What follows belongs to an exercise in optimizing a design on an open flow for small area, a short achievable clock period and few clock cycles per item; a production flow would make more cautious choices.
Function was checked by simulation only, so behaviour that the tests miss may differ from the original.

==> design/flow/design.v <==
`timescale 1ns / 1ps
module valid_ready_FF #(
    parameter DATA_WIDTH = 128
)
(
    input clk,
    input reset,
    input                   i_valid,
    output                  i_ready,
    input  [DATA_WIDTH-1:0] i_data,
    output reg                  o_valid,
    input                       o_ready,
    output reg [DATA_WIDTH-1:0] o_data
);
    assign i_ready = o_ready | ~o_valid;
    always @(posedge clk) begin
        if(reset) begin
            o_valid <= 1'b0;
            o_data  <= 'd0;
        end
        else if(i_ready) begin
            o_valid <= i_valid;
            o_data  <= i_data;
        end
    end
endmodule
`timescale 1ns / 1ps
`timescale 1ns / 1ps
module dct_4x4_core (
    input          clk,
    input          reset,
    input          i_valid,
    output         i_ready,
    input  [255:0] i_data,
    output         o_valid,
    input          o_ready,
    output [255:0] o_data
);
    reg  [3:1] v;
    wire en = o_ready | ~v[3];
    assign i_ready = en;
    assign o_valid = v[3];
    always @(posedge clk) begin
        if (reset)
            v <= 3'd0;
        else if (en)
            v <= {v[2:1], i_valid};
    end
    wire signed [8:0] x00 = {1'b0, i_data[240 +: 8]};
    wire signed [8:0] x01 = {1'b0, i_data[224 +: 8]};
    wire signed [8:0] x02 = {1'b0, i_data[208 +: 8]};
    wire signed [8:0] x03 = {1'b0, i_data[192 +: 8]};
    wire signed [8:0] x10 = {1'b0, i_data[176 +: 8]};
    wire signed [8:0] x11 = {1'b0, i_data[160 +: 8]};
    wire signed [8:0] x12 = {1'b0, i_data[144 +: 8]};
    wire signed [8:0] x13 = {1'b0, i_data[128 +: 8]};
    wire signed [8:0] x20 = {1'b0, i_data[112 +: 8]};
    wire signed [8:0] x21 = {1'b0, i_data[96 +: 8]};
    wire signed [8:0] x22 = {1'b0, i_data[80 +: 8]};
    wire signed [8:0] x23 = {1'b0, i_data[64 +: 8]};
    wire signed [8:0] x30 = {1'b0, i_data[48 +: 8]};
    wire signed [8:0] x31 = {1'b0, i_data[32 +: 8]};
    wire signed [8:0] x32 = {1'b0, i_data[16 +: 8]};
    wire signed [8:0] x33 = {1'b0, i_data[0 +: 8]};
    wire signed [9:0] s03_0 = x00 + x30;
    wire signed [9:0] s12_0 = x10 + x20;
    wire signed [8:0] d03_0 = x00 - x30;
    wire signed [8:0] d12_0 = x10 - x20;
    wire signed [9:0] s03_1 = x01 + x31;
    wire signed [9:0] s12_1 = x11 + x21;
    wire signed [8:0] d03_1 = x01 - x31;
    wire signed [8:0] d12_1 = x11 - x21;
    wire signed [9:0] s03_2 = x02 + x32;
    wire signed [9:0] s12_2 = x12 + x22;
    wire signed [8:0] d03_2 = x02 - x32;
    wire signed [8:0] d12_2 = x12 - x22;
    wire signed [9:0] s03_3 = x03 + x33;
    wire signed [9:0] s12_3 = x13 + x23;
    wire signed [8:0] d03_3 = x03 - x33;
    wire signed [8:0] d12_3 = x13 - x23;
    reg [8:0] s03_0_q;
    always @(posedge clk) if (en) s03_0_q <= s03_0[8:0];
    wire signed [9:0] s03_0_r = {1'b0, s03_0_q};
    reg [8:0] s12_0_q;
    always @(posedge clk) if (en) s12_0_q <= s12_0[8:0];
    wire signed [9:0] s12_0_r = {1'b0, s12_0_q};
    reg signed [8:0] d03_0_q;
    always @(posedge clk) if (en) d03_0_q <= d03_0;
    wire signed [8:0] d03_0_r = d03_0_q;
    reg signed [8:0] d12_0_q;
    always @(posedge clk) if (en) d12_0_q <= d12_0;
    wire signed [8:0] d12_0_r = d12_0_q;
    reg [8:0] s03_1_q;
    always @(posedge clk) if (en) s03_1_q <= s03_1[8:0];
    wire signed [9:0] s03_1_r = {1'b0, s03_1_q};
    reg [8:0] s12_1_q;
    always @(posedge clk) if (en) s12_1_q <= s12_1[8:0];
    wire signed [9:0] s12_1_r = {1'b0, s12_1_q};
    reg signed [8:0] d03_1_q;
    always @(posedge clk) if (en) d03_1_q <= d03_1;
    wire signed [8:0] d03_1_r = d03_1_q;
    reg signed [8:0] d12_1_q;
    always @(posedge clk) if (en) d12_1_q <= d12_1;
    wire signed [8:0] d12_1_r = d12_1_q;
    reg [8:0] s03_2_q;
    always @(posedge clk) if (en) s03_2_q <= s03_2[8:0];
    wire signed [9:0] s03_2_r = {1'b0, s03_2_q};
    reg [8:0] s12_2_q;
    always @(posedge clk) if (en) s12_2_q <= s12_2[8:0];
    wire signed [9:0] s12_2_r = {1'b0, s12_2_q};
    reg signed [8:0] d03_2_q;
    always @(posedge clk) if (en) d03_2_q <= d03_2;
    wire signed [8:0] d03_2_r = d03_2_q;
    reg signed [8:0] d12_2_q;
    always @(posedge clk) if (en) d12_2_q <= d12_2;
    wire signed [8:0] d12_2_r = d12_2_q;
    reg [8:0] s03_3_q;
    always @(posedge clk) if (en) s03_3_q <= s03_3[8:0];
    wire signed [9:0] s03_3_r = {1'b0, s03_3_q};
    reg [8:0] s12_3_q;
    always @(posedge clk) if (en) s12_3_q <= s12_3[8:0];
    wire signed [9:0] s12_3_r = {1'b0, s12_3_q};
    reg signed [8:0] d03_3_q;
    always @(posedge clk) if (en) d03_3_q <= d03_3;
    wire signed [8:0] d03_3_r = d03_3_q;
    reg signed [8:0] d12_3_q;
    always @(posedge clk) if (en) d12_3_q <= d12_3;
    wire signed [8:0] d12_3_r = d12_3_q;
    wire signed [10:0] r00 = s03_0_r + s12_0_r;
    wire signed [9:0] r20 = s03_0_r - s12_0_r;
    wire signed [10:0] r10 = (d03_0_r <<< 1) + d12_0_r;
    wire signed [10:0] r30 = d03_0_r - (d12_0_r <<< 1);
    wire signed [10:0] r01 = s03_1_r + s12_1_r;
    wire signed [9:0] r21 = s03_1_r - s12_1_r;
    wire signed [10:0] r11 = (d03_1_r <<< 1) + d12_1_r;
    wire signed [10:0] r31 = d03_1_r - (d12_1_r <<< 1);
    wire signed [10:0] r02 = s03_2_r + s12_2_r;
    wire signed [9:0] r22 = s03_2_r - s12_2_r;
    wire signed [10:0] r12 = (d03_2_r <<< 1) + d12_2_r;
    wire signed [10:0] r32 = d03_2_r - (d12_2_r <<< 1);
    wire signed [10:0] r03 = s03_3_r + s12_3_r;
    wire signed [9:0] r23 = s03_3_r - s12_3_r;
    wire signed [10:0] r13 = (d03_3_r <<< 1) + d12_3_r;
    wire signed [10:0] r33 = d03_3_r - (d12_3_r <<< 1);
    wire signed [11:0] S03_0 = r00 + r03;
    wire signed [11:0] S12_0 = r01 + r02;
    wire signed [10:0] D03_0 = r00 - r03;
    wire signed [10:0] D12_0 = r01 - r02;
    wire signed [11:0] S03_1 = r10 + r13;
    wire signed [11:0] S12_1 = r11 + r12;
    wire signed [11:0] D03_1 = r10 - r13;
    wire signed [11:0] D12_1 = r11 - r12;
    wire signed [10:0] S03_2 = r20 + r23;
    wire signed [10:0] S12_2 = r21 + r22;
    wire signed [10:0] D03_2 = r20 - r23;
    wire signed [10:0] D12_2 = r21 - r22;
    wire signed [11:0] S03_3 = r30 + r33;
    wire signed [11:0] S12_3 = r31 + r32;
    wire signed [11:0] D03_3 = r30 - r33;
    wire signed [11:0] D12_3 = r31 - r32;
    reg [10:0] S03_0_q;
    always @(posedge clk) if (en) S03_0_q <= S03_0[10:0];
    wire signed [11:0] S03_0_r = {1'b0, S03_0_q};
    reg [10:0] S12_0_q;
    always @(posedge clk) if (en) S12_0_q <= S12_0[10:0];
    wire signed [11:0] S12_0_r = {1'b0, S12_0_q};
    reg signed [10:0] D03_0_q;
    always @(posedge clk) if (en) D03_0_q <= D03_0;
    wire signed [10:0] D03_0_r = D03_0_q;
    reg signed [10:0] D12_0_q;
    always @(posedge clk) if (en) D12_0_q <= D12_0;
    wire signed [10:0] D12_0_r = D12_0_q;
    reg signed [11:0] S03_1_q;
    always @(posedge clk) if (en) S03_1_q <= S03_1;
    wire signed [11:0] S03_1_r = S03_1_q;
    reg signed [11:0] S12_1_q;
    always @(posedge clk) if (en) S12_1_q <= S12_1;
    wire signed [11:0] S12_1_r = S12_1_q;
    reg signed [11:0] D03_1_q;
    always @(posedge clk) if (en) D03_1_q <= D03_1;
    wire signed [11:0] D03_1_r = D03_1_q;
    reg signed [11:0] D12_1_q;
    always @(posedge clk) if (en) D12_1_q <= D12_1;
    wire signed [11:0] D12_1_r = D12_1_q;
    reg signed [10:0] S03_2_q;
    always @(posedge clk) if (en) S03_2_q <= S03_2;
    wire signed [10:0] S03_2_r = S03_2_q;
    reg signed [10:0] S12_2_q;
    always @(posedge clk) if (en) S12_2_q <= S12_2;
    wire signed [10:0] S12_2_r = S12_2_q;
    reg signed [10:0] D03_2_q;
    always @(posedge clk) if (en) D03_2_q <= D03_2;
    wire signed [10:0] D03_2_r = D03_2_q;
    reg signed [10:0] D12_2_q;
    always @(posedge clk) if (en) D12_2_q <= D12_2;
    wire signed [10:0] D12_2_r = D12_2_q;
    reg signed [11:0] S03_3_q;
    always @(posedge clk) if (en) S03_3_q <= S03_3;
    wire signed [11:0] S03_3_r = S03_3_q;
    reg signed [11:0] S12_3_q;
    always @(posedge clk) if (en) S12_3_q <= S12_3;
    wire signed [11:0] S12_3_r = S12_3_q;
    reg signed [11:0] D03_3_q;
    always @(posedge clk) if (en) D03_3_q <= D03_3;
    wire signed [11:0] D03_3_r = D03_3_q;
    reg signed [11:0] D12_3_q;
    always @(posedge clk) if (en) D12_3_q <= D12_3;
    wire signed [11:0] D12_3_r = D12_3_q;
    wire signed [12:0] z00 = S03_0_r + S12_0_r;
    wire signed [11:0] z02 = S03_0_r - S12_0_r;
    wire signed [12:0] z01 = (D03_0_r <<< 1) + D12_0_r;
    wire signed [12:0] z03 = D03_0_r - (D12_0_r <<< 1);
    wire signed [12:0] z10 = S03_1_r + S12_1_r;
    wire signed [12:0] z12 = S03_1_r - S12_1_r;
    wire signed [13:0] z11 = (D03_1_r <<< 1) + D12_1_r;
    wire signed [13:0] z13 = D03_1_r - (D12_1_r <<< 1);
    wire signed [11:0] z20 = S03_2_r + S12_2_r;
    wire signed [11:0] z22 = S03_2_r - S12_2_r;
    wire signed [12:0] z21 = (D03_2_r <<< 1) + D12_2_r;
    wire signed [12:0] z23 = D03_2_r - (D12_2_r <<< 1);
    wire signed [12:0] z30 = S03_3_r + S12_3_r;
    wire signed [12:0] z32 = S03_3_r - S12_3_r;
    wire signed [13:0] z31 = (D03_3_r <<< 1) + D12_3_r;
    wire signed [13:0] z33 = D03_3_r - (D12_3_r <<< 1);
    wire signed [15:0] y00 = z00 <<< 2;
    wire signed [15:0] y01_t = (z01 <<< 2) + z01;
    wire signed [14:0] y01 = y01_t >>> 1;
    wire signed [14:0] y02 = z02 <<< 2;
    wire signed [15:0] y03_t = (z03 <<< 2) + z03;
    wire signed [14:0] y03 = y03_t >>> 1;
    wire signed [15:0] y10_t = (z10 <<< 2) + z10;
    wire signed [14:0] y10 = y10_t >>> 1;
    wire signed [15:0] y11_t = (z11 <<< 1) + z11;
    wire signed [14:0] y11 = y11_t >>> 1;
    wire signed [15:0] y12_t = (z12 <<< 2) + z12;
    wire signed [14:0] y12 = y12_t >>> 1;
    wire signed [15:0] y13_t = (z13 <<< 1) + z13;
    wire signed [14:0] y13 = y13_t >>> 1;
    wire signed [14:0] y20 = z20 <<< 2;
    wire signed [15:0] y21_t = (z21 <<< 2) + z21;
    wire signed [14:0] y21 = y21_t >>> 1;
    wire signed [14:0] y22 = z22 <<< 2;
    wire signed [15:0] y23_t = (z23 <<< 2) + z23;
    wire signed [14:0] y23 = y23_t >>> 1;
    wire signed [15:0] y30_t = (z30 <<< 2) + z30;
    wire signed [14:0] y30 = y30_t >>> 1;
    wire signed [15:0] y31_t = (z31 <<< 1) + z31;
    wire signed [14:0] y31 = y31_t >>> 1;
    wire signed [15:0] y32_t = (z32 <<< 2) + z32;
    wire signed [14:0] y32 = y32_t >>> 1;
    wire signed [15:0] y33_t = (z33 <<< 1) + z33;
    wire signed [14:0] y33 = y33_t >>> 1;
    reg [13:0] y00_q;
    always @(posedge clk) if (en) y00_q <= y00[13:0];
    wire signed [14:0] y00_r = {1'b0, y00_q};
    reg signed [13:0] y01_q;
    always @(posedge clk) if (en) y01_q <= y01;
    wire signed [13:0] y01_r = y01_q;
    reg signed [13:0] y02_q;
    always @(posedge clk) if (en) y02_q <= y02;
    wire signed [13:0] y02_r = y02_q;
    reg signed [13:0] y03_q;
    always @(posedge clk) if (en) y03_q <= y03;
    wire signed [13:0] y03_r = y03_q;
    reg signed [13:0] y10_q;
    always @(posedge clk) if (en) y10_q <= y10;
    wire signed [13:0] y10_r = y10_q;
    reg signed [13:0] y11_q;
    always @(posedge clk) if (en) y11_q <= y11;
    wire signed [13:0] y11_r = y11_q;
    reg signed [13:0] y12_q;
    always @(posedge clk) if (en) y12_q <= y12;
    wire signed [13:0] y12_r = y12_q;
    reg signed [13:0] y13_q;
    always @(posedge clk) if (en) y13_q <= y13;
    wire signed [13:0] y13_r = y13_q;
    reg signed [13:0] y20_q;
    always @(posedge clk) if (en) y20_q <= y20;
    wire signed [13:0] y20_r = y20_q;
    reg signed [13:0] y21_q;
    always @(posedge clk) if (en) y21_q <= y21;
    wire signed [13:0] y21_r = y21_q;
    reg signed [13:0] y22_q;
    always @(posedge clk) if (en) y22_q <= y22;
    wire signed [13:0] y22_r = y22_q;
    reg signed [13:0] y23_q;
    always @(posedge clk) if (en) y23_q <= y23;
    wire signed [13:0] y23_r = y23_q;
    reg signed [13:0] y30_q;
    always @(posedge clk) if (en) y30_q <= y30;
    wire signed [13:0] y30_r = y30_q;
    reg signed [13:0] y31_q;
    always @(posedge clk) if (en) y31_q <= y31;
    wire signed [13:0] y31_r = y31_q;
    reg signed [13:0] y32_q;
    always @(posedge clk) if (en) y32_q <= y32;
    wire signed [13:0] y32_r = y32_q;
    reg signed [13:0] y33_q;
    always @(posedge clk) if (en) y33_q <= y33;
    wire signed [13:0] y33_r = y33_q;
    assign o_data[240 +: 16] = y00_r;
    assign o_data[224 +: 16] = y01_r;
    assign o_data[208 +: 16] = y02_r;
    assign o_data[192 +: 16] = y03_r;
    assign o_data[176 +: 16] = y10_r;
    assign o_data[160 +: 16] = y11_r;
    assign o_data[144 +: 16] = y12_r;
    assign o_data[128 +: 16] = y13_r;
    assign o_data[112 +: 16] = y20_r;
    assign o_data[96 +: 16] = y21_r;
    assign o_data[80 +: 16] = y22_r;
    assign o_data[64 +: 16] = y23_r;
    assign o_data[48 +: 16] = y30_r;
    assign o_data[32 +: 16] = y31_r;
    assign o_data[16 +: 16] = y32_r;
    assign o_data[0 +: 16] = y33_r;
endmodule
==> design/flow/flow/run.sh <==
#!/bin/bash
# Layout flow: the standard ORFS flow (standard.sh), with two synthesis
# changes so that ABC maps the whole datapath for a delay target:
#  - Yosys's full/half-adder extraction is skipped (ADDER_MAP_FILE empty);
#  - ABC runs flow/abc_speed.script (delay-targeted map) in place of ORFS's
#    abc_speed.script, through a copy of ORFS's scripts folder that differs
#    only in that file.
# Synthesis is otherwise synth_recipe.tcl unchanged (same registers and names);
# floorplan to final layout is standard.sh unchanged.
set -euo pipefail
S="$PWD/scripts_abc"
rm -rf "$S"
cp -r "$FLOW_HOME/scripts" "$S"
cp flow/abc_speed.script "$S/abc_speed.script"
bash standard.sh SCRIPTS_DIR="$S" ADDER_MAP_FILE= synth > synth.log 2>&1
bash standard.sh > layout.log 2>&1
==> design/flow/flow/abc_speed.script <==
strash
dch
map -D 2000
topo
buffer -c
upsize -c -D 2000
dnsize -c -D 2000
==> design/flow/standard.sh <==
#!/bin/bash
# synth_recipe.tcl (not shown) runs the flow's synth.tcl, then flattens the netlist and writes it again
# the make line also repeats each setting of config.mk as NAME=value (left out here)
make -C /OpenROAD-flow-scripts/flow DESIGN_CONFIG=/design/flow/config.mk WORK_HOME=/design/flow/orfs CLKGATE_MAP_FILE= SYNTH_SCRIPT=/design/flow/synth_recipe.tcl "${@:-finish}"
==> design/flow/config.mk <==
export PLATFORM = sky130hd
export DESIGN_NAME = dct_4x4_core
export DESIGN_NICKNAME = dct_4x4_core
export VERILOG_FILES = /design/flow/design.v
export SDC_FILE = /design/flow/constraint.sdc
export NUM_CORES = 4
export LEC_CHECK = 0
export CAP_MARGIN = 20
export CORE_MARGIN = 2
export CORE_UTILIZATION = 55
export PLACE_DENSITY = 0.7
export SETUP_SLACK_MARGIN = 1.1
export SLEW_MARGIN = 20
==> design/flow/constraint.sdc <==
create_clock -name core_clock -period 5.0 [get_ports {clk}]
set_input_delay 1.0000 -clock core_clock [delete_from_list [all_inputs] [get_ports {clk}]]
set_output_delay 1.0000 -clock core_clock [all_outputs]
set_load 0.01 [all_outputs]
==> run summary, run 1 <==
largest net degree at the start of global routing 173; clock latency (worst-skew pair) 0.64 ns; Synth area leaders edfxtp_1 37%, nor2_1 11%, nand2_1 11%; status complete, no violations; unrepaired setup endpoints after global routing false; top cell type's share of synthesized area 0.371; DRT antenna net count 0; vias in the first global route about 34000; Filler Cell Count 7004; Die Height about 280 um; global-route wire length before repair around 170 mm; Final period util 0.702; fin nets approximately 6700; crit path kind reg2reg; CTS Sinks 529; gr usage total 0.270; WL/cell ~15 um; Routed WL around 110 mm; post-CTS setup buffer count 0; worst-path fanout max 5; Hold-fix buffers, CTS 0; Cell variety after synth 90; predominant post-synthesis flop cell edfxtp_1; TritonCTS clock tree done; proportion of synthesized chip area in sequential cells 0.372; CTS H-tree lvls 2; Resized Gates After CTS 0; Final Hold Viols 0; Setup crit end kind flop; Finished Cell Area slightly below 50000 um^2; FP Rows slightly above 100; Area growth syn-to-layout 16.1%; Starting Density 0.552; commonest non-fill, non-tap cells in the layout 1291 x nor2_1, 1279 x nand2_1, 1007 x inv_1, 526 x edfxtp_1, 379 x clkdlybuf4s50_1; IO Count between 500 and 600; vias post-DR 37600; initial antenna violation count 11; Core ar. 77100 um^2; most common cell after layout, fill and taps aside nor2_1; I/O Buffers approximately 380; Synth Area per Inst about 7.1 um^2; drt pass-1 iters 8; min Tclk post-route around 3.5 ns; Rel. slew slack 0.262; Post-route DRC 0; CP arrival 3.79 ns; Root Buffer clkbuf_16; dominant cell type by area after synthesis edfxtp_1; die width around 280 um; number of buffers created by CTS 60; Via-to-Cell Ratio around 5; Synth warnings 1; Max Slew Vio Count 0; Worst-path clk slew ~0.060 ns; GPL Wtd Cong roughly 0.95; Slew @ Worst Pin 1.11 ns; Max-cap violations 0; Post-Syn Instances around 6000; worst clock skew 0.0267 ns; cell area after synthesis roughly 43000 um^2; Post-synth EDFFs between 500 and 600; placed cell area between 40000 and 50000 um^2; worst hold path class reg2reg; Setup Viol. Count Final 0; fmax 285 MHz; share of layout cells above drive strength 1 0.0537; crit path launch type flop; global route overflow 0; Seq cells post-synth approximately 530; Die ar. approximately 80000 um^2; DRT iter0 DRCs 2415; Data required, critical path between 5 and 6 ns; Clock Tree Buf Depth 3; Post-DP HPWL just over 90 mm; post-synthesis async set-or-reset flop share 0
[per-layer routing]
layer  up-vias  wire [um]  global-route usage  share of wire
met5         -         73                   0        0.00066
met4        10       2360              0.0631          0.021
met3       119       4920              0.0327          0.045
met2       693      53200               0.473           0.48
met1     16900      49700               0.355           0.45
li1      19900          -                   -              -
[final timing paths]
check                  startpoint                    end  slack (ns)  cells past startpoint
max          d12_1_q[1]$_DFFE_PP_  S12_3_q[11]$_DFFE_PP_        1.49                     18
min             v[2]$_SDFFE_PP0P_      v[3]$_SDFFE_PP0P_        0.46                      2
max reg2reg  d12_1_q[1]$_DFFE_PP_  S12_3_q[11]$_DFFE_PP_        1.49                     18
min reg2reg     v[2]$_SDFFE_PP0P_      v[3]$_SDFFE_PP0P_        0.46                      2
[sequential cells by signal (all words and copies together) (netlist names), 12 cells and up]
register,cells
y21_q,14
y23_q,14
S03_1_q,12
y31_q,14
y22_q,12
y01_q,14
y02_q,12
y11_q,14
y13_q,14
y30_q,14
y32_q,14
S12_3_q,12
S12_1_q,12
y03_q,14
y12_q,14
S03_3_q,12
y10_q,14
y33_q,14
[cell families after synthesis]
group,synth area share
AO/OA/AOI/OAI,0.125
XOR/XNOR,0.108
adder cells (fa/ha/maj),0.00341
buffers and inverters,0.100
flip-flops,0.372
other,0.0000881
AND/OR/NAND/NOR,0.290
[stage by stage]
stage | worst slack, ns | util | cells | setup TNS (ns) | hold WS (ns)
after floorplan | -4.47 | - | 6025 | -2362.68 | 0.426
after global placement | 1.16 | 0.614 | 7390 | 0 | 0.454
after detailed placement | 1.09 | 0.614 | 7390 | 0 | 0.448
after CTS | 1.46 | 0.641 | 7502 | 0 | 0.463
after global routing | 1.20 | 0.641 | 7506 | 0 | 0.489
final | 1.49 | 0.641 | 7509 | 0 | 0.459
[synth_stat cells (18+ instances only)]
cell type  instances
a21oi_1          273
a31oi_1           45
and2_1            28
buf_4             45
edfxtp_1         526
inv_1           1008
inv_2             18
nand2_1         1279
nand3_1          167
nand4_1           22
nor2_1          1292
nor2_2            24
nor3_1            24
o21ai_0          199
o21ai_1           76
o21ai_2           22
o21bai_1          30
or2_1             54
or2_2             58
xnor2_1          154
xor2_1           362
[layout make-up]
class,count,area [um^2],area share
multi-input cells,4409,22500,0.455
inverters,1026,3850,0.0780
well taps,1040,1300,0.0263
clock buffers,66,1520,0.0309
repair buffers,386,3870,0.0784
flip-flops and latches,529,15900,0.321
diodes,7,17.5,0.000355
clock inverters,46,498,0.0101
[worst max-delay path, cell delays in order (launching register included)]
cell and delay, ns:
edfxtp_1 0.48, or2_4 0.31, nand3_2 0.09, nand2_1 0.05, nand3_1 0.11, nand2_1 0.09, nand2_2 0.11, a31oi_1 0.13
or2_2 0.29, nand2_1 0.10, inv_1 0.06, nor2_1 0.20, nor2_1 0.16, o21ai_0 0.18, o21ai_1 0.13, nor3_1 0.24
nor2_1 0.07, nand2_1 0.08, o21ai_0 0.28
Testbench counts, summed over its fixed seeds: cycles 2,072, items 2,048.
==> inputs of run 2 (changes only) <==
==> design/flow/flow/abc_speed.script (replaced) <==
strash
dch
map -D 1750
topo
buffer -c
upsize -c -D 1750
dnsize -c -D 1750
--- a/design/flow/config.mk
+++ b/design/flow/config.mk
@@ -11,3 +11,3 @@
 export PLACE_DENSITY = 0.7
-export SETUP_SLACK_MARGIN = 1.1
+export SETUP_SLACK_MARGIN = 0.9
 export SLEW_MARGIN = 20
==> run 2 against run 1 <==
Net effect:
- highest routed layer unchanged
- area after synthesis grew 3.3%
- worst setup slack improved by 0.13 ns
- clock skew rose by 0.015 ns
- global-route usage increased by 0.95 points
- still clean on timing, DRC and antenna
- worst hold slack improved by 0.0085 ns
- sequential share of layout area down 0.93 points
- sequential cell count stayed put
- design area up 3.0%
- cell count increased by 2.0%
==> run summary, run 2 <==
proportion of synthesized chip area in sequential cells 0.361 (-0.0120); min Tclk post-route 3.38 ns (-0.128 ns); number of buffers created by CTS 61 (+1.7%); Seq cells post-synth 529 (unchanged); Setup crit end kind flop; global-route wire length before repair 183 mm (+7.7%); FP Rows 103 (+0.98%); Starting Density 0.556 (+0.00357); Synth area leaders edfxtp_1 36%, nand2_1 13%, nor2_1 9.2%; Rel. slew slack 0.430 (+0.168); Via-to-Cell Ratio 5.19 (+3.5%); gr usage total 0.279 (+0.00950); worst clock skew 0.0420 ns (+0.0152 ns); unrepaired setup endpoints after global routing false; Finished Cell Area 50900 um^2 (+3.0%); TritonCTS clock tree done; Data required, critical path 5.41 ns (+0.13 ns); Post-Syn Instances 6148 (+2.2%); vias in the first global route 36100 (+7.1%); largest family of logic cells by synthesized area simple AND/OR/NAND/NOR gates; crit path kind reg2reg; Die Height 287 um (+1.6%); die width 287 um (+1.6%); largest net degree at the start of global routing 133 (-23%); TNS Setup 0 ns (unchanged); Post-DP HPWL 96.0 mm (+5.9%); Root Buffer clkbuf_16; DRT antenna net count 0 (unchanged); Final Hold Viols 0 (unchanged); vias post-DR 39700 (+5.5%); I/O Buffers 379 (unchanged); Clock Tree Buf Depth 3 (unchanged); CTS Sinks 529 (unchanged); Post-synth top cells 1564 x nand2_1, 1083 x nor2_1, 902 x inv_1; predominant post-synthesis flop cell edfxtp_1; dpl cells 7539 (+2.0%); simple-gate portion of the synthesized area 0.293 (+0.00268); XOR/XNOR Fraction of Synth Area 0.111 (+0.00258); Core ar. 79100 um^2 (+2.7%); CP arrival 3.79 ns (about the same); status complete, no violations; PnR worst setup slack 1.62 ns (+0.128 ns); placed cell area 48900 um^2 (+3.1%); Setup Viol. Count Final 0 (unchanged); Max-cap violations 0 (unchanged); crit path launch type flop; worst-path fanout max 7 (+2); commonest non-fill, non-tap cells in the layout 1564 x nand2_1, 1082 x nor2_1, 901 x inv_1, 526 x edfxtp_1, 402 x xor2_1; Slew @ Worst Pin 0.846 ns (-0.261 ns); top cell type's share of synthesized area 0.359 (-0.0119); DRT iter0 DRCs 2900 (+20%); drt pass-1 iters 6 (-2); global route overflow 0 (unchanged); GPL Wtd Cong 0.973 (+2.8%); Post-route DRC 0 (unchanged); Synth Area in Compound Gates 0.144 (+0.0191); post-CTS setup buffer count 0 (unchanged); post-synthesis async set-or-reset flop share 0 (unchanged); Hold-fix buffers, CTS 0 (unchanged); post-synthesis mux area share 0 (unchanged); top-count cell post-synth nand2_1; fmax 296 MHz (+3.8%); Synth warnings 1 (unchanged); Worst-path clk slew 0.06 ns (about the same); cell area after synthesis 44000 um^2 (+3.3%); final std cells w/o fill 7657 (+2.0%); CTS H-tree lvls 2 (unchanged); fin nets 6812 (+2.1%); post-layout util 0.643 (+0.00215); Area growth syn-to-layout 15.7%; WL/cell 15.3 um (+3.9%); share of layout cells above drive strength 1 0.0741 (+0.0204); Synth Area in Adders 0.00324 (-0.000166); clock latency (worst-skew pair) 0.68 ns (+0.04 ns); most common cell after layout, fill and taps aside nand2_1; Post-synth EDFFs 526 (unchanged); Final period util 0.677 (-0.0256); Max Slew Vio Count 0 (unchanged); Synth Area per Inst 7.15 um^2 (+1.1%); Routed WL 117 mm (+5.9%); IO Count 518 (unchanged); dominant cell type by area after synthesis edfxtp_1; Filler Cell Count 7137 (+1.9%); Place WS 1.36 ns (+0.272 ns); Die ar. 82200 um^2 (+3.3%); Cell variety after synth 97 (+7.8%); initial antenna violation count 17 (+6); worst hold path class reg2reg; Resized Gates After CTS 0 (unchanged)
==> run 2: cell count changes in the layout (fill, tap and decap cells not counted), sizes merged, moves of 10 or more <==
cell | previous run | this run
o211ai | 19 | 40
nor2 | 1323 | 1138
or2 | 128 | 88
and2 | 34 | 45
xor2 | 366 | 410
a21oi | 291 | 311
o21ai | 298 | 326
a221oi | 18 | 6
inv | 1028 | 936
nand2 | 1296 | 1612
xnor2 | 156 | 139
a21o | 8 | 18
a31oi | 49 | 77
==> run 2: per-layer routing <==
layer  global-route usage  vias up  wire, um
met5                    0        -       106
met4               0.0605       20      2420
met3               0.0401      157      8290
met2                0.446      991     51300
met1                0.403    18000     54700
li1                     -    20500         -
==> run 2: path summary, 6_finish.rpt <==
| check | startpoint | endpoint | slack [ns] | cells after the start |
|---|---|---|---|---|
| hold / removal | v[1]$_SDFFE_PP0P_ | v[1]$_SDFFE_PP0P_ | 0.47 | 2 |
| hold reg to reg | v[1]$_SDFFE_PP0P_ | v[1]$_SDFFE_PP0P_ | 0.47 | 2 |
| setup reg to reg | s03_1_q[0]$_DFFE_PP_ | S12_1_q[9]$_DFFE_PP_ | 1.62 | 13 |
| setup / recovery | s03_1_q[0]$_DFFE_PP_ | S12_1_q[9]$_DFFE_PP_ | 1.62 | 13 |
==> run 2: worst max-delay path, cell delays in order, from the launching register on <==
cell and delay [ns]:
edfxtp_1 0.53, inv_4 0.09, nor2_2 0.13, nand3_2 0.11, nand2_1 0.16, a21oi_2 0.12
nor3_1 0.34, nor2_1 0.12, o21ai_1 0.16, a22oi_1 0.15, a21oi_1 0.37, o221ai_2 0.19
a31o_2 0.26, xor2_1 0.40
==> run 2: kinds of logic after synthesis <==
group / Yosys count
AND/OR/NAND/NOR: 3126
XOR/XNOR: 549
adder cells (fa/ha/maj): 14
flip-flops: 529
buffers and inverters: 985
other: 1
AO/OA/AOI/OAI: 944
==> run 2: final cells by class <==
cell class | count | area (um^2) | share of cell area
multi-input cells | 4643 | 24300 | 0.477
flip-flops and latches | 529 | 15900 | 0.312
repair buffers | 386 | 3900 | 0.0766
inverters | 931 | 3500 | 0.0688
clock buffers | 65 | 1540 | 0.0303
well taps | 1050 | 1310 | 0.0258
clock inverters | 49 | 477 | 0.00937
diodes | 4 | 10.0 | 0.000197
==> run 2: per-stage QoR <==
stage | hold WS, ns
floorplan | 0.426
global placement | 0.453
detailed placement | 0.456
CTS | 0.466
global route | 0.494
finish | 0.468
==> inputs of run 3 (changes only) <==
--- a/design/flow/config.mk
+++ b/design/flow/config.mk
@@ -11,3 +11,3 @@
 export PLACE_DENSITY = 0.7
-export SETUP_SLACK_MARGIN = 0.9
+export SETUP_SLACK_MARGIN = 2.4
 export SLEW_MARGIN = 20
==> run 3 against run 2 <==
Net effect:
- routed wire length is 55% higher
- cell count is 12% higher
- worst hold slack worse by 0.0023 ns
- register-to-register slack worse by 0.40 ns
- synthesized cell count stayed put
- global-route usage is 3.9 points higher
- via count is 28% higher
- sequential cell count stayed put
- clock skew is 0.011 ns higher
- critical path type unchanged
- critical endpoint is now y10_q[13]$_DFFE_PP_
==> run summary, run 3 <==
status complete, no violations; Final Hold Viols 0 (unchanged); fin nets 7713 (+13%); top-count cell post-synth nand2_1; Post-Syn Instances 6148 (unchanged); slowest CP cell edfxtp_1; Die ar. 82200 um^2 (unchanged); Post-synth EDFFs 526 (unchanged); Core ar. 79100 um^2 (unchanged); worst clock skew 0.0525 ns (+0.0106 ns); Worst-path clk slew 0.07 ns (about the same); Setup Viol. Count Final 0 (unchanged); Synth area leaders edfxtp_1 36%, nand2_1 13%, nor2_1 9.2%; Starting Density 0.556 (unchanged); gr usage total 0.318 (+0.0386); vias post-DR 50800 (+28%); DRT antenna net count 0 (unchanged); Root Buffer clkbuf_16; crit path launch type flop; GPL Wtd Cong 0.962 (-1.2%); Synth Area per Inst 7.15 um^2 (unchanged); largest family of logic cells by synthesized area simple AND/OR/NAND/NOR gates; grt met2 use 0.540 (+0.0943); number of buffers created by CTS 58 (-4.9%); Cell variety after synth 97 (unchanged); Post-route DRC 0 (unchanged); share of layout cells above drive strength 1 0.435 (+0.361); unrepaired setup endpoints after global routing true; initial antenna violation count 48 (+31); hold_ws 0.465 ns (-0.00233 ns); DRT iter0 DRCs 5524 (+90%); die width 287 um (unchanged); Finished Cell Area 69000 um^2 (+36%); FP Rows 103 (unchanged); Area growth syn-to-layout 56.9%; simple-gate portion of the synthesized area 0.293 (unchanged); Filler Cell Count 3866 (-46%); largest net degree at the start of global routing 165 (+24%); Max-cap violations 0 (unchanged); met1 Resource Use GR 0.420 (+0.0173); CP max stage delay 0.56 ns (+0.03 ns); Slew @ Worst Pin 0.939 ns (+0.0937 ns); Setup crit end kind flop; Synth Area in Compound Gates 0.144 (unchanged); Rel. slew slack 0.374 (-0.0565); min Tclk post-route 3.79 ns (+0.404 ns); Synth Area in Adders 0.00324 (unchanged); fmax 264 MHz (-11%); Clock Tree Buf Depth 3 (unchanged); predominant post-synthesis flop cell edfxtp_1; Synth warnings 1 (unchanged); vias in the first global route 41700 (+16%); worst hold path class reg2reg; post-layout util 0.872 (+0.229); most common cell after layout, fill and taps aside nand2_1; drt pass-1 iters 9 (+3); commonest non-fill, non-tap cells in the layout 976 x nand2_1, 712 x buf_4, 709 x inv_1, 683 x nor2_1, 526 x edfxtp_1; placed cell area 49300 um^2 (+0.97%); crit path kind reg2reg; Max Slew Vio Count 0 (unchanged); CTS H-tree lvls 2 (unchanged); Post-synth top cells 1564 x nand2_1, 1083 x nor2_1, 902 x inv_1; proportion of synthesized chip area in sequential cells 0.361 (unchanged); busiest grt layer met2; CTS Sinks 529 (unchanged); XOR/XNOR Fraction of Synth Area 0.111 (unchanged); worst-path fanout max 4 (-3); Die Height 287 um (unchanged); post-synthesis mux area share 0 (unchanged); Via-to-Cell Ratio 5.92 (+14%); Routed WL 181 mm (+55%); Post-DP HPWL 96.3 mm (+0.29%); global route overflow 0 (unchanged); TritonCTS clock tree done; top cell type's share of synthesized area 0.359 (unchanged); GRT met3 Usage 0.0455 (+0.00541); WL/cell 21.1 um (+38%); IO Count 518 (unchanged); Hold-fix buffers, CTS 0 (unchanged); TNS Setup 0 ns (unchanged); post-synthesis async set-or-reset flop share 0 (unchanged); Seq cells post-synth 529 (unchanged); dominant cell type by area after synthesis edfxtp_1; crit path cell chain inv_1, nand2_2, nand2_4, nand3_4, nand3_2, o21a_1, buf_4, nand2_4, and2_4, nand2_4, a21boi_4, o21bai_4, nand2_2, nand2_4, a31o_4, nand2_1, nand2_1, nand3_1, o2111ai_2; Data required, critical path 5.42 ns (about the same); Final period util 0.757 (+0.0807); global-route wire length before repair 210 mm (+14%); clock latency (worst-skew pair) 0.72 ns (+0.04 ns); cell area after synthesis 44000 um^2 (unchanged); I/O Buffers 379 (unchanged); CP arrival 4.20 ns (+0.41 ns); Crit path top cell by count nand2_4
run 3: cell counts after synthesis:
No cell type changed its count.
run 3: layout make-up:
type / instances / area (um^2) / share of cell area
sequential: 529 / 15900 / 0.230
clock buffer: 61 / 1460 / 0.0212
inverter: 931 / 3670 / 0.0532
clock inverter: 47 / 443 / 0.00642
timing repair buffer: 1290 / 11500 / 0.167
antenna: 22 / 55.1 / 0.000798
tap: 1050 / 1310 / 0.0190
multi-input combinational: 4643 / 34700 / 0.502
run 3: critical path: cells and delay by family (launching register included):
family | cells | cell delay (ns)
AOI/OAI and AO/OA | 5 | 1.26
buffers and inverters | 2 | 0.32
and+or+nand+nor | 12 | 1.36
DFF | 1 | 0.56
run 3: timing repair:
item                                    4_1_cts  5_1_grt
endpoints found under the setup margin      502      515
pin swaps                                   498      778
gates resized for setup                    1319     1556
buffers inserted                            494      411
run 3: through the flow:
stage                     worst slack (ns)  instances
final                                 1.21       8573
after CTS                             2.20       8140
after floorplan                      -4.47       6157
after global placement                1.47       7538
after global routing                  1.28       8560
after detailed placement              1.46       7538
run 3: routing by layer:
metal,part of all wire,routed length (um)
met1,0.35,63900
met2,0.46,83300
met3,0.11,20200
met4,0.074,13500
met5,0.0016,290
run 3: cell families after synthesis:
kind of cell | count (synthesis)
other cells | 1
simple gates | 3126
fa+ha+maj | 14
buf+inv | 985
compound gates | 944
flops | 529
xor+xnor | 549
run 3: path summary, 6_finish.rpt:
kind	from	to	slack, ns	depth (start not counted)
worst max-delay path	S03_1_q[1]$_DFFE_PP_	y10_q[13]$_DFFE_PP_	1.21	19
worst min-delay path	v[2]$_SDFFE_PP0P_	v[3]$_SDFFE_PP0P_	0.47	2
worst max register to register	S03_1_q[1]$_DFFE_PP_	y10_q[13]$_DFFE_PP_	1.21	19
worst min register to register	v[2]$_SDFFE_PP0P_	v[3]$_SDFFE_PP0P_	0.47	2
==> inputs of run 4 (changes only) <==
==> design/flow/flow/abc_speed.script (replaced) <==
strash
dch
map -D 1750
topo
buffer -c
upsize -c -D 1750
dnsize -c -D 1750
strash
dch
map -D 1750
topo
buffer -c
upsize -c -D 1750
dnsize -c -D 1750
--- a/design/flow/config.mk
+++ b/design/flow/config.mk
@@ -11,3 +11,3 @@
 export PLACE_DENSITY = 0.7
-export SETUP_SLACK_MARGIN = 2.4
+export SETUP_SLACK_MARGIN = 2.0
 export SLEW_MARGIN = 20
==> run 4 against run 3 <==
Net effect:
- area after synthesis shrank 2.9%
- routed wire length fell by 30%
- sequential cell count stayed put
- largest cell class unchanged
- via count is 19% lower
==> run summary, run 4 <==
Die ar. 79900 um^2 (-2.9%); Routed WL 128 mm (-30%); proportion of synthesized chip area in sequential cells 0.371 (+0.0108); vias in the first global route 35800 (-14%); worst clock skew 0.0249 ns (-0.0276 ns); Final period util 0.625 (-0.132); number of buffers created by CTS 61 (+5.2%); Rel. slew slack 0.299 (-0.0751); Worst-path clk slew 0.06 ns (about the same); top cell type's share of synthesized area 0.370 (+0.0107); top-count cell post-synth nand2_1; GPL Wtd Cong 0.942 (-2.1%); worst r2r src S03_0_q[0]$_DFFE_PP_; fin nets 6909 (-10%); crit path cell chain buf_4, nand2_4, o21bai_4, a21oi_4, nor2_2, nor2_2, o21a_1, buf_4, o211ai_1, nand2_2, buf_6, nand3_4, inv_2, a21oi_2, nand2_1, o21ai_2, a21oi_2; cell area after synthesis 42700 um^2 (-2.9%); Area growth syn-to-layout 30.9%; IO Count 518 (unchanged); Seq cells post-synth 529 (unchanged); I/O Buffers 379 (unchanged); status complete, no violations; predominant post-synthesis flop cell edfxtp_1; worst-path fanout max 5 (+1); hold path startpoint v[1]$_SDFFE_PP0P_; gr usage total 0.291 (-0.0270); share of layout cells above drive strength 1 0.215 (-0.220); most common cell after layout, fill and taps aside nand2_1; unrepaired setup endpoints after global routing true; fmax 320 MHz (+21%); Top delay family on crit path compound AO/OA/AOI/OAI gates; DRT iter0 DRCs 2661 (-52%); vias post-DR 40900 (-19%); FP Rows 102 (-0.97%); PnR worst setup slack 1.87 ns (+0.660 ns); dominant cell type by area after synthesis edfxtp_1; top layer in use met5; hold_ws 0.470 ns (+0.00483 ns); Clock Tree Buf Depth 3 (unchanged); Synth warnings 1 (unchanged); drt pass-1 iters 8 (-1); Buf/Inv on CP 4 (+2); CP arrival 3.51 ns (-0.69 ns); largest net degree at the start of global routing 164 (-0.61%); Synth area leaders edfxtp_1 37%, nand2_1 13%, nor2_1 9.2%; Cell variety after synth 91 (-6.2%); Reg2Reg Setup Slack 1.87 ns (+0.66 ns); Final Hold Viols 0 (unchanged); simple-gate portion of the synthesized area 0.312 (+0.0190); Post-synth top cells 1469 x nand2_1, 1045 x nor2_1, 863 x inv_1; Setup crit end kind flop; XOR/XNOR Fraction of Synth Area 0.0963 (-0.0147); Post-route DRC 0 (unchanged); Post-DP HPWL 95.3 mm (-1.0%); global-route wire length before repair 183 mm (-13%); crit path kind reg2reg; global route overflow 0 (unchanged); WL/cell 16.4 um (-22%); Slew @ Worst Pin 1.05 ns (+0.113 ns); Root Buffer clkbuf_16; post-synthesis async set-or-reset flop share 0 (unchanged); Setup Viol. Count Final 0 (unchanged); met3 wire length 6.84 mm (-66%); initial antenna violation count 24 (-50%); CP max stage delay 0.38 ns (-0.18 ns); worst hold endpoint v[1]$_SDFFE_PP0P_; TritonCTS clock tree done; post-synthesis mux area share 0 (unchanged); post-layout util 0.724 (-0.148); worst hold path depth 2 (unchanged); Core ar. 77200 um^2 (-2.4%); Via-to-Cell Ratio 5.27 (-11%); Synth Area in Adders 0.00381 (+0.000566); Reg-to-Reg End y01_q[12]$_DFFE_PP_; Data required, critical path 5.38 ns (-0.04 ns); met2 routed WL 61.6 mm (-26%); worst hold path class reg2reg; die width 283 um (-1.4%); CTS H-tree lvls 2 (unchanged); Max-cap violations 0 (unchanged); slowest CP cell o211ai_1; Post-Syn Instances 5978 (-2.8%); CTS Sinks 529 (unchanged); min Tclk post-route 3.13 ns (-0.660 ns); Synth Area per Inst 7.14 um^2 (-0.14%); crit path launch type flop; Die Height 283 um (-1.4%); Hold-fix buffers, CTS 0 (unchanged); commonest non-fill, non-tap cells in the layout 1214 x nand2_1, 944 x nor2_1, 831 x inv_1, 526 x edfxtp_1, 378 x clkdlybuf4s50_1; Starting Density 0.553 (-0.00273); Synth Area in Compound Gates 0.130 (-0.0138); Max Slew Vio Count 0 (unchanged); clock latency (worst-skew pair) 0.65 ns (-0.07 ns); Place WS 1.16 ns (-0.304 ns); largest family of logic cells by synthesized area simple AND/OR/NAND/NOR gates; Reg2Reg Depth 17 (-2); DRT antenna net count 0 (unchanged); Post-synth EDFFs 526 (unchanged); wl on met1 54.1 mm (-15%)
## run 4: cell types whose count changed after synthesis, sizes merged, moves of 34 or more
cell | before | now
a21oi | 311 | 254
a31oi | 77 | 30
inv | 930 | 878
nand2 | 1612 | 1499
nand3 | 169 | 335
nand4 | 23 | 101
nor2 | 1138 | 1073
or2 | 88 | 54
xor2 | 410 | 311
## run 4: logic make-up after synthesis
| group | Yosys count |
|---|---|
| adders and majority gates | 16 |
| other | 1 |
| AOI/OAI and AO/OA | 855 |
| xor gates and xnor gates | 467 |
| buffers and inverters | 931 |
| and+or+nand+nor | 3179 |
| DFF | 529 |
## run 4: through the flow
| stage | std cells | TNS, ns | instance area [um^2] |
|---|---|---|---|
| after floorplan | 5987 | -2362.68 | 42700 |
| after global placement | 7359 | 0 | 47500 |
| after detailed placement | 7359 | 0 | 47500 |
| after CTS | 7522 | 0 | 50500 |
| after global routing | 7754 | 0 | 55900 |
| final | 7758 | 0 | 55900 |
## run 4: worst max path at each step
stage | start | slack [ns] | depth (start not counted) | to
after CTS | s03_1_q[0]$_DFFE_PP_ | 1.94 | 20 | S12_2_q[10]$_DFFE_PP_
after floorplan | o_ready | -4.47 | 2 | D03_0_q[10]$_DFFE_PP_
after detailed placement | i_data[66] | 1.16 | 14 | s12_3_q[8]$_DFFE_PP_
final | S03_0_q[0]$_DFFE_PP_ | 1.87 | 17 | y01_q[12]$_DFFE_PP_
after global routing | D03_0_q[1]$_DFFE_PP_ | 1.76 | 17 | y01_q[11]$_DFFE_PP_
after global placement | i_data[129] | 1.21 | 16 | d12_3_q[8]$_DFFE_PP_
## run 4: final cells by class
cell class                      instances  area (um^2)
Multi-Input combinational cell       4527        27300
Fill cell                            6229        21300
Sequential cell                       529        15900
Timing Repair Buffer                  652         5980
Inverter                              878         3310
Clock buffer                           74         1620
Tap cell                             1040         1300
Clock inverter                         41          457
Antenna cell                           17         42.5
## run 4: tightest hold or removal path: cells and delay by family (launching register included)
| kind | cells | cell delay [ns] |
|---|---|---|
| DFF | 1 | 0.31 |
| and+or+nand+nor | 1 | 0.06 |
| AOI/OAI and AO/OA | 1 | 0.05 |
## run 4: layer usage
| layer | vias up | GRT usage |
|---|---|---|
| li1 | 20800 | - |
| met1 | 18900 | 0.379 |
| met2 | 1041 | 0.495 |
| met3 | 233 | 0.0391 |
| met4 | 14 | 0.103 |
| met5 | - | 0 |
## run 4: repair_timing
action	4_1_cts	5_1_grt
setup endpoints to repair	115	179
pin swaps	34	365
setup buffers	48	219
gates resized for setup	135	978
==> inputs of run 5 (changes only) <==
==> design/flow/flow/abc_speed.script (replaced) <==
strash
dch
map -D 1750
topo
buffer -c
upsize -c -D 1750
dnsize -c -D 1750
==> run 5 against run 4 <==
Net effect:
- maximum frequency increased by 3.2%
- sequential cell count unchanged
- critical endpoint is now D03_3_q[7]$_DFFE_PP_
- die area increased by 2.9%
==> run summary, run 5 <==
Post-synth top cells 1564 x nand2_1, 1083 x nor2_1, 902 x inv_1; Worst-path clk slew 0.06 ns (about the same); Reg2Reg Setup Slack 1.97 ns (+0.10 ns); global-route wire length before repair 184 mm (+1.1%); CTS H-tree lvls 2 (unchanged); crit path kind reg2reg; clock latency (worst-skew pair) 0.68 ns (+0.03 ns); top cell type's share of synthesized area 0.359 (-0.0107); Synth warnings 1 (unchanged); Synth Area per Inst 7.15 um^2 (+0.14%); share of layout cells above drive strength 1 0.169 (-0.0463); predominant post-synthesis flop cell edfxtp_1; dominant cell type by area after synthesis edfxtp_1; Area growth syn-to-layout 23.9%; Synth area leaders edfxtp_1 36%, nand2_1 13%, nor2_1 9.2%; Data required, critical path 5.37 ns (about the same); Via-to-Cell Ratio 5.24 (-0.66%); cell area after synthesis 44000 um^2 (+3.0%); Die Height 287 um (+1.5%); vias in the first global route 36200 (+1.2%); global route overflow 0 (unchanged); DRT antenna net count 0 (unchanged); commonest non-fill, non-tap cells in the layout 1441 x nand2_1, 953 x nor2_1, 876 x inv_1, 526 x edfxtp_1, 377 x clkdlybuf4s50_1; Post-route DRC 0 (unchanged); drt pass-1 iters 6 (-2); proportion of synthesized chip area in sequential cells 0.361 (-0.0108); number of buffers created by CTS 61 (unchanged); worst clock skew 0.0439 ns (+0.0190 ns); CTS Sinks 529 (unchanged); Max-cap violations 0 (unchanged); top-count cell post-synth nand2_1; Rel. slew slack 0.499 (+0.200); FP Rows 103 (+0.98%); CP arrival 3.40 ns (-0.11 ns); Setup crit end kind flop; Final period util 0.606 (-0.0193); Filler Cell Count 6808 (+9.3%); slowest CP cell edfxtp_1; Routed WL 122 mm (-4.0%); IO Count 518 (unchanged); unrepaired setup endpoints after global routing true; TritonCTS clock tree done; CP max stage delay 0.50 ns (+0.12 ns); Cell variety after synth 97 (+6.6%); DRT iter0 DRCs 2952 (+11%); min Tclk post-route 3.03 ns (-0.0963 ns); post-synthesis async set-or-reset flop share 0 (unchanged); Setup Viol. Count Final 0 (unchanged); status complete, no violations; crit path launch type flop; die width 287 um (+1.5%); Post-Syn Instances 6148 (+2.8%); Final Hold Viols 0 (unchanged); crit path cell chain inv_2, o211ai_4, nand2_1, nand3_2, nand2_2, nand2_4, a31oi_4, xor2_2, nand2_1, nand2_4, o21ai_1, a31oi_2, xor2_1; I/O Buffers 379 (unchanged); fin nets 6946 (+0.54%); worst-path fanout max 5 (unchanged); GPL Wtd Cong 0.973 (+3.3%); gr usage total 0.281 (-0.0103); Root Buffer clkbuf_16; Core ar. 79100 um^2 (+2.5%); hold path startpoint v[1]$_SDFFE_PP0P_; worst r2r src s12_3_q[0]$_DFFE_PP_; Starting Density 0.556 (+0.00273); worst hold path class reg2reg; Slew @ Worst Pin 0.752 ns (-0.300 ns); placed cell area 48900 um^2 (+2.8%); WL/cell 15.7 um (-4.4%); Post-DP HPWL 96.0 mm (+0.74%); Clock Tree Buf Depth 3 (unchanged); fmax 330 MHz (+3.2%); Seq cells post-synth 529 (unchanged); Finished Cell Area 54500 um^2 (-2.5%); most common cell after layout, fill and taps aside nand2_1; largest net degree at the start of global routing 133 (-19%); crit path launch s12_3_q[0]$_DFFE_PP_; Hold-fix buffers, CTS 0 (unchanged); Post-synth EDFFs 526 (unchanged); initial antenna violation count 18 (-25%); Die ar. 82200 um^2 (+2.9%); vias post-DR 40800 (-0.26%); Max Slew Vio Count 0 (unchanged)
run 5: changes by cell type in the layout (fill, tap and decap cells not counted), sizes merged, moves of 17 or more:
cell   change
inv       +52
buf      -132
nor2      +65
or2       +34
a21oi     +57
xor2      +99
a31oi     +47
xnor2     -17
nand2    +113
nand4     -78
nand3    -166
run 5: cell families after synthesis:
group / share of synthesized area
flops: 0.361
xor+xnor: 0.111
simple gates: 0.293
other cells: 0.0000853
buf+inv: 0.0882
compound gates: 0.144
fa+ha+maj: 0.00324
run 5: metal layers:
metal | part of all wire | vias to the layer above | global-route usage
met2 | 0.45 | 1066 | 0.449
met1 | 0.46 | 18800 | 0.404
met5 | 0.00087 | - | 0
met4 | 0.019 | 20 | 0.0603
li1 | - | 20700 | -
met3 | 0.066 | 167 | 0.0405
run 5: area by class of cell:
class	count	area, um^2	area share
inverters	931	3500	0.0643
clock inverters	49	477	0.00875
repair buffers	520	4930	0.0904
flip-flops and latches	529	15900	0.291
multi-input cells	4643	26900	0.493
clock buffers	65	1540	0.0283
diodes	2	5.00	0.0000918
well taps	1050	1310	0.0241
run 5: path summary, 6_finish.rpt:
kind                               end  cells past startpoint
hold reg to reg      v[1]$_SDFFE_PP0P_                      2
setup / recovery  D03_3_q[7]$_DFFE_PP_                     13
hold / removal       v[1]$_SDFFE_PP0P_                      2
setup reg to reg  D03_3_q[7]$_DFFE_PP_                     13
run 5: timing repair:
action / CTS / global route
pin swaps: 10 / 155
resized for setup: 40 / 651
cloned: 0 / 0
setup endpoints to repair: 37 / 157
setup buffers: 18 / 116
endpoints found under the hold margin: 0 / 0
run 5: through the flow:
stage	setup slack (ns)	util	hold slack, ns	instances	setup TNS, ns
final	1.97	0.689	0.468	7789	0
after floorplan	-4.47	-	0.426	6157	-2362.68
after global placement	1.37	0.617	0.453	7539	0
after CTS	1.92	0.647	0.465	7671	0
after detailed placement	1.36	0.617	0.456	7539	0
after global routing	1.80	0.689	0.494	7787	0
run 5: worst max-delay path, delay by kind of cell, from the launching register on:
family / cells / cell delay, ns
AOI/OAI and AO/OA: 4 / 0.79
xor gates and xnor gates: 2 / 0.68
and+or+nand+nor: 6 / 0.58
DFF: 1 / 0.50
buffers and inverters: 1 / 0.18
==> inputs of run 6 (changes only) <==
--- a/design/flow/config.mk
+++ b/design/flow/config.mk
@@ -9,4 +9,4 @@
 export CORE_MARGIN = 2
-export CORE_UTILIZATION = 55
-export PLACE_DENSITY = 0.7
+export CORE_UTILIZATION = 65
+export PLACE_DENSITY = 0.8
 export SETUP_SLACK_MARGIN = 2.0
==> run 6 against run 5 <==
Net effect:
- global-route usage up 5.5 points
- clock skew up 0.0017 ns
- cell count down 1.7%
- design area up 0.58%
- worst hold slack worse by 0.0024 ns
- sequential share of layout area down 0.17 points
- register-to-register slack worse by 0.08 ns
- critical endpoint is now y10_q[12]$_DFFE_PP_
==> run summary, run 6 <==
status complete, no violations; I/O Buffers 379 (unchanged); Die ar. 69800 um^2 (-15%); Post-synth top cells 1564 x nand2_1, 1083 x nor2_1, 902 x inv_1; Reg2Reg Setup Slack 1.89 ns (-0.08 ns); crit path launch type flop; Max Slew Vio Count 0 (unchanged); min Tclk post-route 3.11 ns (+0.0838 ns); Data required, critical path 5.40 ns (+0.03 ns); DRT iter0 DRCs 4225 (+43%); top-count cell post-synth nand2_1; Setup Viol. Count Final 0 (unchanged); met3 wire length 11.7 mm (+44%); Rel. slew slack 0.363 (-0.136); Root Buffer clkbuf_16; Synth Area per Inst 7.15 um^2 (unchanged); Post-synth EDFFs 526 (unchanged); gr usage total 0.335 (+0.0548); GPL Wtd Cong 0.986 (+1.3%); Synth area leaders edfxtp_1 36%, nand2_1 13%, nor2_1 9.2%; cell area after synthesis 44000 um^2 (unchanged); vias post-DR 43100 (+5.5%); met2 routed WL 62.1 mm (+12%); Die Height 264 um (-7.9%); fmax 321 MHz (-2.7%); Slew @ Worst Pin 0.955 ns (+0.204 ns); FP Rows 95 (-7.8%); Synth warnings 1 (unchanged); Area growth syn-to-layout 24.6%; global-route wire length before repair 189 mm (+2.5%); clock latency (worst-skew pair) 0.66 ns (-0.02 ns); CTS Sinks 529 (unchanged); Via-to-Cell Ratio 5.62 (+7.3%); dominant cell type by area after synthesis edfxtp_1; Worst-path clk slew 0.07 ns (about the same); Max-cap violations 0 (unchanged); drt pass-1 iters 8 (+2); TritonCTS clock tree done; fin nets 6987 (+0.59%); initial antenna violation count 17 (-1); vias in the first global route 38100 (+5.0%); share of layout cells above drive strength 1 0.181 (+0.0122); Filler Cell Count 4413 (-35%); WL/cell 17.1 um (+9.0%); Setup crit end kind flop; CP max stage delay 0.44 ns (-0.06 ns); most common cell after layout, fill and taps aside nand2_1; commonest non-fill, non-tap cells in the layout 1434 x nand2_1, 950 x nor2_1, 870 x inv_1, 526 x edfxtp_1, 378 x clkdlybuf4s50_1; die width 264 um (-7.9%); Place WS 1.17 ns (-0.198 ns); proportion of synthesized chip area in sequential cells 0.361 (unchanged); wl on met1 52.8 mm (-5.9%); post-synthesis async set-or-reset flop share 0 (unchanged); global route overflow 0 (unchanged); Seq cells post-synth 529 (unchanged); worst clock skew 0.0455 ns (+0.00167 ns); crit path kind reg2reg; CP arrival 3.52 ns (+0.12 ns); CP Capture Point y10_q[12]$_DFFE_PP_; crit path cell chain nor2_1, nor2_4, inv_1, nand3_1, o211ai_4, nand2_1, nand2_1, nand2_1, nand2_1, nor2_1, nor2_2, nand3_1, o21ai_2, a31o_2, nand3_1, nand3b_1, nand2_1; worst-path fanout max 7 (+2); CTS H-tree lvls 2 (unchanged); Reg2Reg Depth 17 (+4); Hold-fix buffers, CTS 0 (unchanged); Post-route DRC 0 (unchanged); worst r2r src S12_1_q[3]$_DFFE_PP_; Starting Density 0.656 (+0.100); predominant post-synthesis flop cell edfxtp_1; Core ar. 67000 um^2 (-15%); largest net degree at the start of global routing 125 (-6.0%); post-layout util 0.818 (+0.129); IO Count 518 (unchanged); PnR worst setup slack 1.89 ns (-0.0838 ns); Post-DP HPWL 95.1 mm (-0.93%); Clock Tree Buf Depth 3 (unchanged); number of buffers created by CTS 58 (-4.9%); Reg-to-Reg End y10_q[12]$_DFFE_PP_; unrepaired setup endpoints after global routing true; Final period util 0.623 (+0.0168); worst hold path class reg2reg; DRT antenna net count 0 (unchanged); Final Hold Viols 0 (unchanged); Cell variety after synth 97 (unchanged); Crit path top cell by count nand2_1; final std cells w/o fill 7657 (-1.7%); Post-Syn Instances 6148 (unchanged); crit path launch S12_1_q[3]$_DFFE_PP_; top cell type's share of synthesized area 0.359 (unchanged); Routed WL 131 mm (+7.2%); top layer in use met5; slowest CP cell edfxtp_1; dpl cells 7360 (-2.4%)
## run 6: cell counts after synthesis
No cell type changed its count.
## run 6: final cells by class
cell class / instances / area, um^2 / area share
well taps: 873 / 1090 / 0.0199
diodes: 8 / 20.0 / 0.000365
repair buffers: 564 / 5260 / 0.0959
clock buffers: 63 / 1490 / 0.0272
clock inverters: 46 / 464 / 0.00847
flip-flops and latches: 529 / 15900 / 0.289
multi-input cells: 4643 / 27100 / 0.495
inverters: 931 / 3510 / 0.0640
## run 6: cell families (layout without fill, tap and decap cells)
logic type / Yosys count / in the layout / synth area share
and+or+nand+nor: 3126 / 3126 / 0.293
xor gates and xnor gates: 549 / 549 / 0.111
adders and majority gates: 14 / 14 / 0.00324
buffers and inverters: 985 / 1604 / 0.0882
other: 1 / 18 / 0.0000853
AOI/OAI and AO/OA: 944 / 944 / 0.144
DFF: 529 / 529 / 0.361
## run 6: repair_timing
item / 4_1_cts / 5_1_grt
cloned: 0 / 0
endpoints found under the setup margin: 58 / 167
setup buffers: 23 / 157
gates resized for setup: 49 / 709
pin swaps: 6 / 188
## run 6: worst min-delay path by stage
stage / cells past startpoint / endpoint / from
floorplan: 2 / v[3]$_SDFFE_PP0P_ / v[2]$_SDFFE_PP0P_
global placement: 2 / v[1]$_SDFFE_PP0P_ / v[1]$_SDFFE_PP0P_
detailed placement: 2 / v[3]$_SDFFE_PP0P_ / v[2]$_SDFFE_PP0P_
CTS: 2 / v[3]$_SDFFE_PP0P_ / v[2]$_SDFFE_PP0P_
global route: 2 / v[3]$_SDFFE_PP0P_ / v[2]$_SDFFE_PP0P_
finish: 2 / v[3]$_SDFFE_PP0P_ / v[2]$_SDFFE_PP0P_
## run 6: through the flow
stage | TNS (ns) | hold slack, ns | area [um^2]
6_report | 0 | 0.466 | 54800
5_1_grt | 0 | 0.486 | 54800
4_1_cts | 0 | 0.465 | 50900
3_5_place_dp | 0 | 0.461 | 48600
3_3_place_gp | 0 | 0.454 | 48600
2_1_floorplan | -2362.68 | 0.426 | 44000
## run 6: per-layer routing
metal,vias up,GRT usage
li1,20900,-
met3,357,0.0579
met2,1947,0.563
met5,-,0
met4,18,0.0900
met1,19900,0.448
## run 6: worst max-delay path: cells and delay by family (launching register included)
kind | cells | cell delay (ns)
and+or+nand+nor | 13 | 1.74
buffers and inverters | 1 | 0.13
DFF | 1 | 0.44
AOI/OAI and AO/OA | 3 | 0.55
==> inputs of run 7 (changes only) <==
--- a/design/flow/config.mk
+++ b/design/flow/config.mk
@@ -9,4 +9,4 @@
 export CORE_MARGIN = 2
-export CORE_UTILIZATION = 65
-export PLACE_DENSITY = 0.8
+export CORE_UTILIZATION = 50
+export PLACE_DENSITY = 0.65
 export SETUP_SLACK_MARGIN = 2.0
==> run 7 against run 6 <==
Net effect:
- still clean on timing, DRC and antenna
- critical path depth is the same
- design area about the same
- synthesized cell count is the same
- clock skew fell by 0.022 ns
- maximum frequency is 1.6% higher
- cell count up 3.3%
- global-route usage fell by 7.8 points
- die area is 30% higher
- critical endpoint is now D03_0_q[9]$_DFFE_PP_
- largest cell class unchanged
==> run summary, run 7 <==
Synth area leaders edfxtp_1 36%, nand2_1 13%, nor2_1 9.2%; Data required, critical path 5.43 ns (+0.03 ns); CP arrival 3.50 ns (-0.02 ns); Core ar. 87000 um^2 (+30%); I/O Buffers 379 (unchanged); post-synthesis mux area share 0 (unchanged); cell area after synthesis 44000 um^2 (unchanged); Root Buffer clkbuf_16; Finished Cell Area 54800 um^2 (about the same); die width 301 um (+14%); drt pass-1 iters 6 (-2); CTS H-tree lvls 2 (unchanged); hold_ws 0.458 ns (-0.00760 ns); Max-cap violations 0 (unchanged); largest net degree at the start of global routing 175 (+40%); XOR/XNOR Fraction of Synth Area 0.111 (unchanged); Place WS 1.16 ns (-0.00441 ns); initial antenna violation count 14 (-3); Hold-fix buffers, CTS 0 (unchanged); Post-DP HPWL 97.2 mm (+2.2%); clock latency (worst-skew pair) 0.67 ns (about the same); vias in the first global route 35500 (-6.8%); Setup crit end kind flop; DRT antenna net count 0 (unchanged); worst clock skew 0.0240 ns (-0.0216 ns); dominant cell type by area after synthesis edfxtp_1; Post-synth top cells 1564 x nand2_1, 1083 x nor2_1, 902 x inv_1; Cell variety after synth 97 (unchanged); Max Slew Vio Count 0 (unchanged); Filler Cell Count 7873 (+78%); Via-to-Cell Ratio 5.08 (-9.7%); crit path kind reg2reg; Setup Viol. Count Final 0 (unchanged); Rel. slew slack 0.164 (-0.199); IO Count 518 (unchanged); global route overflow 0 (unchanged); Die Height 301 um (+14%); dpl cells 7642 (+3.8%); final std cells w/o fill 7910 (+3.3%); fin nets 6962 (-0.36%); TritonCTS clock tree done; GPL Wtd Cong 0.942 (-4.4%); Post-Syn Instances 6148 (unchanged); Routed WL 123 mm (-6.3%); Seq cells post-synth 529 (unchanged); number of buffers created by CTS 61 (+5.2%); most common cell after layout, fill and taps aside nand2_1; status complete, no violations
-- run 7: cell count changes in the layout (fill, tap and decap cells not counted), moves of 8 or more --
cell     previous run  this run
xor2_2             44        36
nor2_1            950       964
o21ai_1            92        82
nor2_2            134       124
buf_4             176       152
a21oi_2            97        84
a21oi_1           187       202
-- run 7: final timing paths --
kind / from / to / slack, ns / cells past startpoint
worst max-delay path: s12_3_q[0]$_DFFE_PP_ / D03_0_q[9]$_DFFE_PP_ / 1.94 / 17
worst min-delay path: v[2]$_SDFFE_PP0P_ / v[3]$_SDFFE_PP0P_ / 0.46 / 2
worst max register to register: s12_3_q[0]$_DFFE_PP_ / D03_0_q[9]$_DFFE_PP_ / 1.94 / 17
worst min register to register: v[2]$_SDFFE_PP0P_ / v[3]$_SDFFE_PP0P_ / 0.46 / 2
-- run 7: timing repair --
action / CTS / global route
buffers inserted: 19 / 133
setup endpoints to repair: 38 / 157
pin swaps: 14 / 162
resized for setup: 51 / 650
-- run 7: per-stage QoR --
step	TNS [ns]
floorplan	-2362.68
global placement	0
detailed placement	0
CTS	0
global route	0
finish	0
-- run 7: cell type report --
type / count / area (um^2) / share of cell area
timing repair buffer: 536 / 5020 / 0.0916
multi-input combinational: 4643 / 26900 / 0.490
clock inverter: 42 / 505 / 0.00923
antenna: 5 / 12.5 / 0.000228
clock buffer: 69 / 1580 / 0.0288
sequential: 529 / 15900 / 0.289
inverter: 931 / 3510 / 0.0641
tap: 1155 / 1450 / 0.0264
-- run 7: critical path, stage by stage, from the launching register on --
cell	delay, ns
edfxtp_1	0.48
buf_4	0.19
nand2_4	0.07
inv_4	0.04
a21boi_4	0.17
o21a_1	0.20
buf_6	0.12
o21bai_4	0.09
a21oi_2	0.17
or2_4	0.15
and2_4	0.16
nand3_4	0.09
nand2_4	0.12
nand2_1	0.07
o21ai_2	0.14
nand2_1	0.08
o21ai_2	0.12
xor2_2	0.37
-- run 7: logic make-up (layout without fill, tap and decap cells) --
logic type               after synthesis  in the layout
AO/OA/AOI/OAI                        944            944
XOR/XNOR                             549            549
adder cells (fa/ha/maj)               14             14
buffers and inverters                985           1578
flip-flops                           529            529
other                                  1             15
AND/OR/NAND/NOR                     3126           3126
-- run 7: layer usage --
layer / GRT usage / wire length (um) / up-vias
li1: - / - / 20800
met1: 0.372 / 57900 / 18300
met2: 0.413 / 55400 / 919
met3: 0.0373 / 7570 / 134
met4: 0.0464 / 2030 / 10
met5: 0 / 70 / -

-- separate check: timing with driven ports --
In the flow no input, the clock included, has a driving cell. The finished layouts below were timed again as built, in two steps. Step 1 assumes that a clkbuf_16 drives the clock port and a buf_2 every other input. Step 2 moves the port delays by t, midway between the first and last clock arrival at a register: inputs arrive t later, outputs are due t later. That takes back most of the time a late clock gives input paths. Three values: ideal ports, drivers, drivers and shift; two values: the first two.
run | t (ns) | setup slack, ns | worst setup path after step 2 | clock arrival spread, ns | worst register clock-pin slew, ns
run 1 | 0.701 | 1.489 / 1.489 / 1.147 | input to register | 0.027 / 0.027 | 0.07 / 0.07
run 2 | 0.721 | 1.617 / 1.593 / 1.288 | input to register | 0.042 / 0.042 | 0.07 / 0.07
run 3 | 0.744 | 1.213 / 1.213 / 1.213 | register to register | 0.052 / 0.053 | 0.10 / 0.10
run 4 | 0.701 | 1.873 / 1.873 / 1.404 | input to register | 0.029 / 0.029 | 0.08 / 0.08
run 5 | 0.726 | 1.970 / 1.970 / 1.434 | input to register | 0.044 / 0.044 | 0.07 / 0.07
run 6 | 0.705 | 1.886 / 1.886 / 1.339 | input to register | 0.046 / 0.046 | 0.07 / 0.07
run 7 | 0.724 | 1.936 / 1.936 / 1.400 | input to register | 0.027 / 0.027 | 0.07 / 0.07
After both steps every run listed still meets setup and hold. The setup slack of run 6, which loses most, moves by 0.000 ns with the drivers and by -0.547 ns with both steps.
